This is an optimization exercise on Yosys and OpenROAD, whose aim is small area, not a production implementation. Function was checked by simulation only, so behaviour that the tests miss may differ from the original. Power and IR drop assume default switching activity.

==> 10-18: inputs <==
==> flow/design.v (excerpt) <==
module pitch_correction(
    input wire clk,
    input wire reset,
    input wire [31:0] S_AXIS_DATA_0_tdata,
    input wire  S_AXIS_DATA_0_tlast,
    output wire S_AXIS_DATA_0_tready,
    input wire  S_AXIS_DATA_0_tvalid,
    output wire [31:0] m_axis_data_tdata,
    output wire        m_axis_data_tlast,
    input  wire        m_axis_data_tready,
    output wire        m_axis_data_tvalid,
    output wire [15:0] m_axis_config_tdata,
    input  wire m_axis_config_tready,
    output wire m_axis_config_tvalid,
    output wire [31:0] monitor_fft_out,
    output wire monitor_fft_vld,
    output wire [31:0] monitor_pitch_out,
    output wire monitor_pitch_vld,
    input wire pitch_enable
    );
export LEC_CHECK = 0
export CAP_MARGIN = 40
export CORE_MARGIN = 2
export CORE_UTILIZATION = 40
export SLEW_MARGIN = 50
export SYNTH_HIERARCHICAL = 1
create_clock -name core_clock -period 15.0 [get_ports {clk}]
standard.sh (not shown) runs the stock make flow with config.mk's settings and CLKGATE_MAP_FILE= SYNTH_SCRIPT=/design/flow/synth_recipe.tcl, a recipe that flattens the netlist after the stock synthesis.
==> flow/flow/run.sh <==
#!/bin/bash
# Own layout flow: the standard flow (standard.sh, standard synthesis
# included), with clock tree synthesis run without dummy loads and the port
# buffers made with the smallest buffer (repair_design still resizes them).
# Each tool's full output stays in orfs/logs/; make's output goes to
# flow_make.log.
set -euo pipefail
export CTS_ARGS="-sink_clustering_enable -repair_clock_nets -dont_use_dummy_load -buf_list sky130_fd_sc_hd__clkbuf_4 -root_buf sky130_fd_sc_hd__clkbuf_16 -sink_clustering_size 11 -sink_clustering_max_diameter 35"
export BUFFER_PORTS_ARGS="-buffer_cell sky130_fd_sc_hd__buf_1"
bash standard.sh finish > flow_make.log 2>&1
==> inputs of 12-08, as changes to 10-18 <==
--- a/flow/design.v
+++ b/flow/design.v
@@ -12,38 +12,33 @@
         for (b = 0; b < 32; b = b + 1) begin : g_bit
             wire [G-1:0] t;
             for (k = 0; k < G; k = k + 1) begin : g_grp
                 if (3*k + 2 < N) begin : g3
                     ao3n u (.a1(dd[(3*k)*32+b]),   .a2(ss[3*k]),
                             .b1(dd[(3*k+1)*32+b]), .b2(ss[3*k+1]),
                             .c1(dd[(3*k+2)*32+b]), .c2(ss[3*k+2]), .y(t[k]));
                 end else if (3*k + 1 < N) begin : g2
-                    ao2n u (.a1(dd[(3*k)*32+b]),   .a2(ss[3*k]),
-                            .b1(dd[(3*k+1)*32+b]), .b2(ss[3*k+1]), .y(t[k]));
+                    ao3n u (.a1(dd[(3*k)*32+b]),   .a2(ss[3*k]),
+                            .b1(dd[(3*k+1)*32+b]), .b2(ss[3*k+1]),
+                            .c1(dd[(3*k+1)*32+b]), .c2(ss[3*k+1]), .y(t[k]));
                 end else begin : g1
                     assign t[k] = ~(dd[(3*k)*32+b] & ss[3*k]);
                 end
             end
             assign q[b] = ~&t;
         end
     endgenerate
 endmodule
 module ao3n (
     input  wire a1, a2, b1, b2, c1, c2,
     output wire y
 );
     assign y = ~((a1 & a2) | (b1 & b2) | (c1 & c2));
 endmodule
-module ao2n (
-    input  wire a1, a2, b1, b2,
-    output wire y
-);
-    assign y = ~((a1 & a2) | (b1 & b2));
-endmodule
 module sqsum (
     input  wire [15:0] re,
     input  wire [15:0] im,
     output wire [30:0] x
 );
     wire w1 = ~(~(re[15] & ~re[0]) ^ ~(re[1] & re[14]));
     wire w2 = ~(re[15] & ~re[0]) | ~(re[1] & re[14]);
     wire w3 = ~(~(re[0] & re[11]) ^ ~(re[1] & re[10]));
@@ -527,17 +522,16 @@
     output wire [31:0] monitor_fft_out,
     output wire monitor_fft_vld,
     output wire [31:0] monitor_pitch_out,
     output wire monitor_pitch_vld,
     input wire pitch_enable
     );
     localparam LS = 3;               
     localparam S  = 1 << LS;
-    localparam F  = S - 1;           
     localparam NT = 256 / S;         
     wire        in_v = S_AXIS_DATA_0_tvalid;
     wire [31:0] din  = S_AXIS_DATA_0_tdata;
     reg rst_d, cfg_v;
     always @(posedge clk) begin
         rst_d <= reset;
         cfg_v <= rst_d;
     end
@@ -578,75 +572,53 @@
                 rp <= 8'd0;
         end
     end
     wire        lower = ~wp[7];
     wire [30:0] xsq;
     sqsum u_sq (.re(din[15:0]), .im(din[31:16]), .x(xsq));
     reg  [30:0] nb;
     reg  [6:0]  peak;
-    wire        gt  = (xsq < nb);
-    wire        upd = in_v & lower & gt;
+    wire        first = (wp[6:0] == 7'd0);
+    wire        gt    = first ? ~&xsq : (xsq < nb);
+    wire        upd   = in_v & lower & gt;
     wire        cap_x = in_v & lower & (gt | (wp[6:0] == 7'd10) |
-                                        ((&nb) & (wp[6:0] == peak)));
+                                        (~first & (&nb) & (wp[6:0] == peak)));
     wire        cap_y = in_v & wp[7] & ((wp[6:0] == 7'd10) | (wp[6:0] == peak));
     always @(posedge clk) begin
-        nb <= ~in_v ? {31{1'b1}} : upd ? xsq : nb;
+        if (in_v & lower & (first | gt))
+            nb <= xsq;
         if (reset)
             peak <= 7'd0;
         else if (upd)
             peak <= wp[6:0];
     end
     wire [31:0]   dconj = {(~din[31:16]) + 16'd1, din[15:0]};
     reg  [8191:0] ring;
     always @(posedge clk)
         ring <= {ring[8159:0], in_v ? dconj : ring[8191:8160]};
     wire [NT*32-1:0] taps;
     genvar g;
     generate
         for (g = 0; g < NT; g = g + 1) begin : g_tap
             assign taps[g*32 +: 32] = ring[g*S*32 +: 32];
         end
     endgenerate
-    reg  [7:0]    pf;
-    reg  [LS-1:0] n, hd, tl;
-    reg  [F*32-1:0] q;
-    wire          aligned = (pf[LS-1:0] == {LS{1'b0}});
-    wire          empty   = (n == {LS{1'b0}});
-    wire          fetch   = aligned & ((n != F[LS-1:0]) | acc);
-    wire          push    = fetch & ~(empty & acc);
-    wire          pop     = acc & ~empty;
-    wire [NT-1:0] tsel    = {{(NT-1){1'b0}}, 1'b1} << pf[7:LS];
-    wire [31:0]   tap;
+    reg  [7:0]      stl;
+    reg  [(S-1)*32-1:0] dl;
+    wire [NT-1:0]   tsel = {{(NT-1){1'b0}}, 1'b1} << stl[7:LS];
+    wire [31:0]     tap;
     aomux #(.N(NT)) u_tap (.d(taps), .s(tsel), .q(tap));
     always @(posedge clk) begin
-        if (!ovld) begin
-            pf <= 8'd0;
-            n  <= {LS{1'b0}};
-            hd <= {LS{1'b0}};
-            tl <= {LS{1'b0}};
-        end else begin
-            pf <= pf + {7'd0, ~fetch};
-            n  <= n + {{(LS-1){1'b0}}, push} - {{(LS-1){1'b0}}, pop};
-            if (pop)
-                hd <= (hd == F - 1) ? {LS{1'b0}} : hd + 1'b1;
-            if (push)
-                tl <= (tl == F - 1) ? {LS{1'b0}} : tl + 1'b1;
-        end
+        stl <= ovld ? stl + {7'd0, ~m_axis_data_tready} : 8'd0;
+        dl  <= {dl[(S-2)*32-1:0], tap};
     end
-    generate
-        for (g = 0; g < F; g = g + 1) begin : g_q
-            always @(posedge clk)
-                if (push && tl == g)
-                    q[g*32 +: 32] <= tap;
-        end
-    endgenerate
-    wire [F:0]  ssel = {empty, {{(F-1){1'b0}}, ~empty} << hd};
-    wire [31:0] stream;
-    aomux #(.N(F + 1)) u_stream (.d({tap, q}), .s(ssel), .q(stream));
+    wire [S-1:0] ssel = {{(S-1){1'b0}}, 1'b1} << stl[LS-1:0];
+    wire [31:0]  stream;
+    aomux #(.N(S)) u_stream (.d({dl, tap}), .s(ssel), .q(stream));
     reg         cap_xd, cap_yd;
     reg  [31:0] cx, cy;
     wire        swp = (rp[6:0] == 7'd10) | (rp[6:0] == peak);
     always @(posedge clk) begin
         cap_xd <= cap_x;
         cap_yd <= cap_y;
         if (cap_xd | (acc & swp & ~rp[7]))
             cx <= stream;
==> flow/flow/run.sh (replaced) <==
#!/bin/bash
# Own layout flow: the standard flow (standard.sh, standard synthesis
# included), with clock tree synthesis run without dummy loads and the port
# buffers made with the smallest buffer (repair_design still resizes them);
# clock nets get the non-default (wider) routing rule.
# Each tool's full output stays in orfs/logs/; make's output goes to
# flow_make.log.
set -euo pipefail
export CTS_ARGS="-sink_clustering_enable -repair_clock_nets -dont_use_dummy_load -buf_list sky130_fd_sc_hd__clkbuf_4 -root_buf sky130_fd_sc_hd__clkbuf_16 -sink_clustering_size 12 -sink_clustering_max_diameter 36 -apply_ndr full"
export BUFFER_PORTS_ARGS="-buffer_cell sky130_fd_sc_hd__buf_1"
bash standard.sh finish > flow_make.log 2>&1
Settings changed: CAP_MARGIN 40 to 20, CORE_UTILIZATION 40 to 70, SLEW_MARGIN 50 to 20.
==> inputs of 11-12, as changes to 10-18 <==
--- a/flow/design.v
+++ b/flow/design.v
@@ -12,38 +12,33 @@
         for (b = 0; b < 32; b = b + 1) begin : g_bit
             wire [G-1:0] t;
             for (k = 0; k < G; k = k + 1) begin : g_grp
                 if (3*k + 2 < N) begin : g3
                     ao3n u (.a1(dd[(3*k)*32+b]),   .a2(ss[3*k]),
                             .b1(dd[(3*k+1)*32+b]), .b2(ss[3*k+1]),
                             .c1(dd[(3*k+2)*32+b]), .c2(ss[3*k+2]), .y(t[k]));
                 end else if (3*k + 1 < N) begin : g2
-                    ao2n u (.a1(dd[(3*k)*32+b]),   .a2(ss[3*k]),
-                            .b1(dd[(3*k+1)*32+b]), .b2(ss[3*k+1]), .y(t[k]));
+                    ao3n u (.a1(dd[(3*k)*32+b]),   .a2(ss[3*k]),
+                            .b1(dd[(3*k+1)*32+b]), .b2(ss[3*k+1]),
+                            .c1(dd[(3*k+1)*32+b]), .c2(ss[3*k+1]), .y(t[k]));
                 end else begin : g1
                     assign t[k] = ~(dd[(3*k)*32+b] & ss[3*k]);
                 end
             end
             assign q[b] = ~&t;
         end
     endgenerate
 endmodule
 module ao3n (
     input  wire a1, a2, b1, b2, c1, c2,
     output wire y
 );
     assign y = ~((a1 & a2) | (b1 & b2) | (c1 & c2));
 endmodule
-module ao2n (
-    input  wire a1, a2, b1, b2,
-    output wire y
-);
-    assign y = ~((a1 & a2) | (b1 & b2));
-endmodule
 module sqsum (
     input  wire [15:0] re,
     input  wire [15:0] im,
     output wire [30:0] x
 );
     wire w1 = ~(~(re[15] & ~re[0]) ^ ~(re[1] & re[14]));
     wire w2 = ~(re[15] & ~re[0]) | ~(re[1] & re[14]);
     wire w3 = ~(~(re[0] & re[11]) ^ ~(re[1] & re[10]));
@@ -527,17 +522,16 @@
     output wire [31:0] monitor_fft_out,
     output wire monitor_fft_vld,
     output wire [31:0] monitor_pitch_out,
     output wire monitor_pitch_vld,
     input wire pitch_enable
     );
     localparam LS = 3;               
     localparam S  = 1 << LS;
-    localparam F  = S - 1;           
     localparam NT = 256 / S;         
     wire        in_v = S_AXIS_DATA_0_tvalid;
     wire [31:0] din  = S_AXIS_DATA_0_tdata;
     reg rst_d, cfg_v;
     always @(posedge clk) begin
         rst_d <= reset;
         cfg_v <= rst_d;
     end
@@ -578,75 +572,53 @@
                 rp <= 8'd0;
         end
     end
     wire        lower = ~wp[7];
     wire [30:0] xsq;
     sqsum u_sq (.re(din[15:0]), .im(din[31:16]), .x(xsq));
     reg  [30:0] nb;
     reg  [6:0]  peak;
-    wire        gt  = (xsq < nb);
-    wire        upd = in_v & lower & gt;
+    wire        first = (wp[6:0] == 7'd0);
+    wire        gt    = first ? ~&xsq : (xsq < nb);
+    wire        upd   = in_v & lower & gt;
     wire        cap_x = in_v & lower & (gt | (wp[6:0] == 7'd10) |
-                                        ((&nb) & (wp[6:0] == peak)));
+                                        (~first & (&nb) & (wp[6:0] == peak)));
     wire        cap_y = in_v & wp[7] & ((wp[6:0] == 7'd10) | (wp[6:0] == peak));
     always @(posedge clk) begin
-        nb <= ~in_v ? {31{1'b1}} : upd ? xsq : nb;
+        if (in_v & lower & (first | gt))
+            nb <= xsq;
         if (reset)
             peak <= 7'd0;
         else if (upd)
             peak <= wp[6:0];
     end
     wire [31:0]   dconj = {(~din[31:16]) + 16'd1, din[15:0]};
     reg  [8191:0] ring;
     always @(posedge clk)
         ring <= {ring[8159:0], in_v ? dconj : ring[8191:8160]};
     wire [NT*32-1:0] taps;
     genvar g;
     generate
         for (g = 0; g < NT; g = g + 1) begin : g_tap
             assign taps[g*32 +: 32] = ring[g*S*32 +: 32];
         end
     endgenerate
-    reg  [7:0]    pf;
-    reg  [LS-1:0] n, hd, tl;
-    reg  [F*32-1:0] q;
-    wire          aligned = (pf[LS-1:0] == {LS{1'b0}});
-    wire          empty   = (n == {LS{1'b0}});
-    wire          fetch   = aligned & ((n != F[LS-1:0]) | acc);
-    wire          push    = fetch & ~(empty & acc);
-    wire          pop     = acc & ~empty;
-    wire [NT-1:0] tsel    = {{(NT-1){1'b0}}, 1'b1} << pf[7:LS];
-    wire [31:0]   tap;
+    reg  [7:0]      stl;
+    reg  [(S-1)*32-1:0] dl;
+    wire [NT-1:0]   tsel = {{(NT-1){1'b0}}, 1'b1} << stl[7:LS];
+    wire [31:0]     tap;
     aomux #(.N(NT)) u_tap (.d(taps), .s(tsel), .q(tap));
     always @(posedge clk) begin
-        if (!ovld) begin
-            pf <= 8'd0;
-            n  <= {LS{1'b0}};
-            hd <= {LS{1'b0}};
-            tl <= {LS{1'b0}};
-        end else begin
-            pf <= pf + {7'd0, ~fetch};
-            n  <= n + {{(LS-1){1'b0}}, push} - {{(LS-1){1'b0}}, pop};
-            if (pop)
-                hd <= (hd == F - 1) ? {LS{1'b0}} : hd + 1'b1;
-            if (push)
-                tl <= (tl == F - 1) ? {LS{1'b0}} : tl + 1'b1;
-        end
+        stl <= ovld ? stl + {7'd0, ~m_axis_data_tready} : 8'd0;
+        dl  <= {dl[(S-2)*32-1:0], tap};
     end
-    generate
-        for (g = 0; g < F; g = g + 1) begin : g_q
-            always @(posedge clk)
-                if (push && tl == g)
-                    q[g*32 +: 32] <= tap;
-        end
-    endgenerate
-    wire [F:0]  ssel = {empty, {{(F-1){1'b0}}, ~empty} << hd};
-    wire [31:0] stream;
-    aomux #(.N(F + 1)) u_stream (.d({tap, q}), .s(ssel), .q(stream));
+    wire [S-1:0] ssel = {{(S-1){1'b0}}, 1'b1} << stl[LS-1:0];
+    wire [31:0]  stream;
+    aomux #(.N(S)) u_stream (.d({dl, tap}), .s(ssel), .q(stream));
     reg         cap_xd, cap_yd;
     reg  [31:0] cx, cy;
     wire        swp = (rp[6:0] == 7'd10) | (rp[6:0] == peak);
     always @(posedge clk) begin
         cap_xd <= cap_x;
         cap_yd <= cap_y;
         if (cap_xd | (acc & swp & ~rp[7]))
             cx <= stream;
==> flow/flow/run.sh (replaced) <==
#!/bin/bash
# Own layout flow: the standard flow (standard.sh, standard synthesis
# included), with clock tree synthesis run without dummy loads and the port
# buffers made with the smallest buffer (repair_design still resizes them).
# Each tool's full output stays in orfs/logs/; make's output goes to
# flow_make.log.
set -euo pipefail
export CTS_ARGS="-sink_clustering_enable -repair_clock_nets -dont_use_dummy_load -buf_list sky130_fd_sc_hd__clkbuf_4 -root_buf sky130_fd_sc_hd__clkbuf_16 -sink_clustering_size 11 -sink_clustering_max_diameter 30"
export BUFFER_PORTS_ARGS="-buffer_cell sky130_fd_sc_hd__buf_1"
bash standard.sh finish > flow_make.log 2>&1
Settings changed: CAP_MARGIN 40 to 20, CORE_UTILIZATION 40 to 70, SLEW_MARGIN 50 to 20.
==> summary of the runs <==
- 10-18 went through all stages and came out clean. 11-12 ran to the end with violations: antenna rules. 12-08 completed without violations.
- Cell count: 10-18 > 11-12 > 12-08.
- In 12-08 the fmax is lower than in 10-18, by 5.1%.
- In 10-18 the sequential cell count is higher than in 12-08, by 9.
- The highest utilization belongs to 11-12, the lowest to 10-18.
- In combinational power, 12-08 and 11-12 hardly differ.
- In 10-18 the clock skew is higher than in 11-12, by 140 ps.

[static timing again, ports no longer ideal]
How much do the figures lean on ideal ports? The routed layouts below were timed once more, with nothing changed but the port constraints.
Step 1, drivers: a clkbuf_16 drives clk and a buf_2 each remaining input, both assumed.
Step 2 moves the port delays by t, midway between the first and last clock arrival at a register: inputs arrive t later, outputs are due t later. That takes back most of the time a late clock gives input paths.
Three values: ideal ports, drivers, drivers and shift; two values: the first two.
| run | t (ns) | setup WS [ns] | worst hold slack (ns) | slew at the worst register clock pin (ns) |
|---|---|---|---|---|
| 10-18 | 1.379 | 4.748 / 4.831 / 3.451 | 0.112 / 0.112 / 0.112 | 0.12 / 0.12 |
| 12-08 | 1.304 | 4.201 / 4.258 / 2.954 | 0.197 / 0.197 / 0.197 | 0.12 / 0.12 |
| 11-12 | 1.336 | 4.206 / 4.270 / 2.934 | 0.161 / 0.161 / 0.161 | 0.12 / 0.12 |
For 10-18, which loses most, drivers alone change the setup slack by +0.083 ns; drivers and shift together by -1.297 ns.
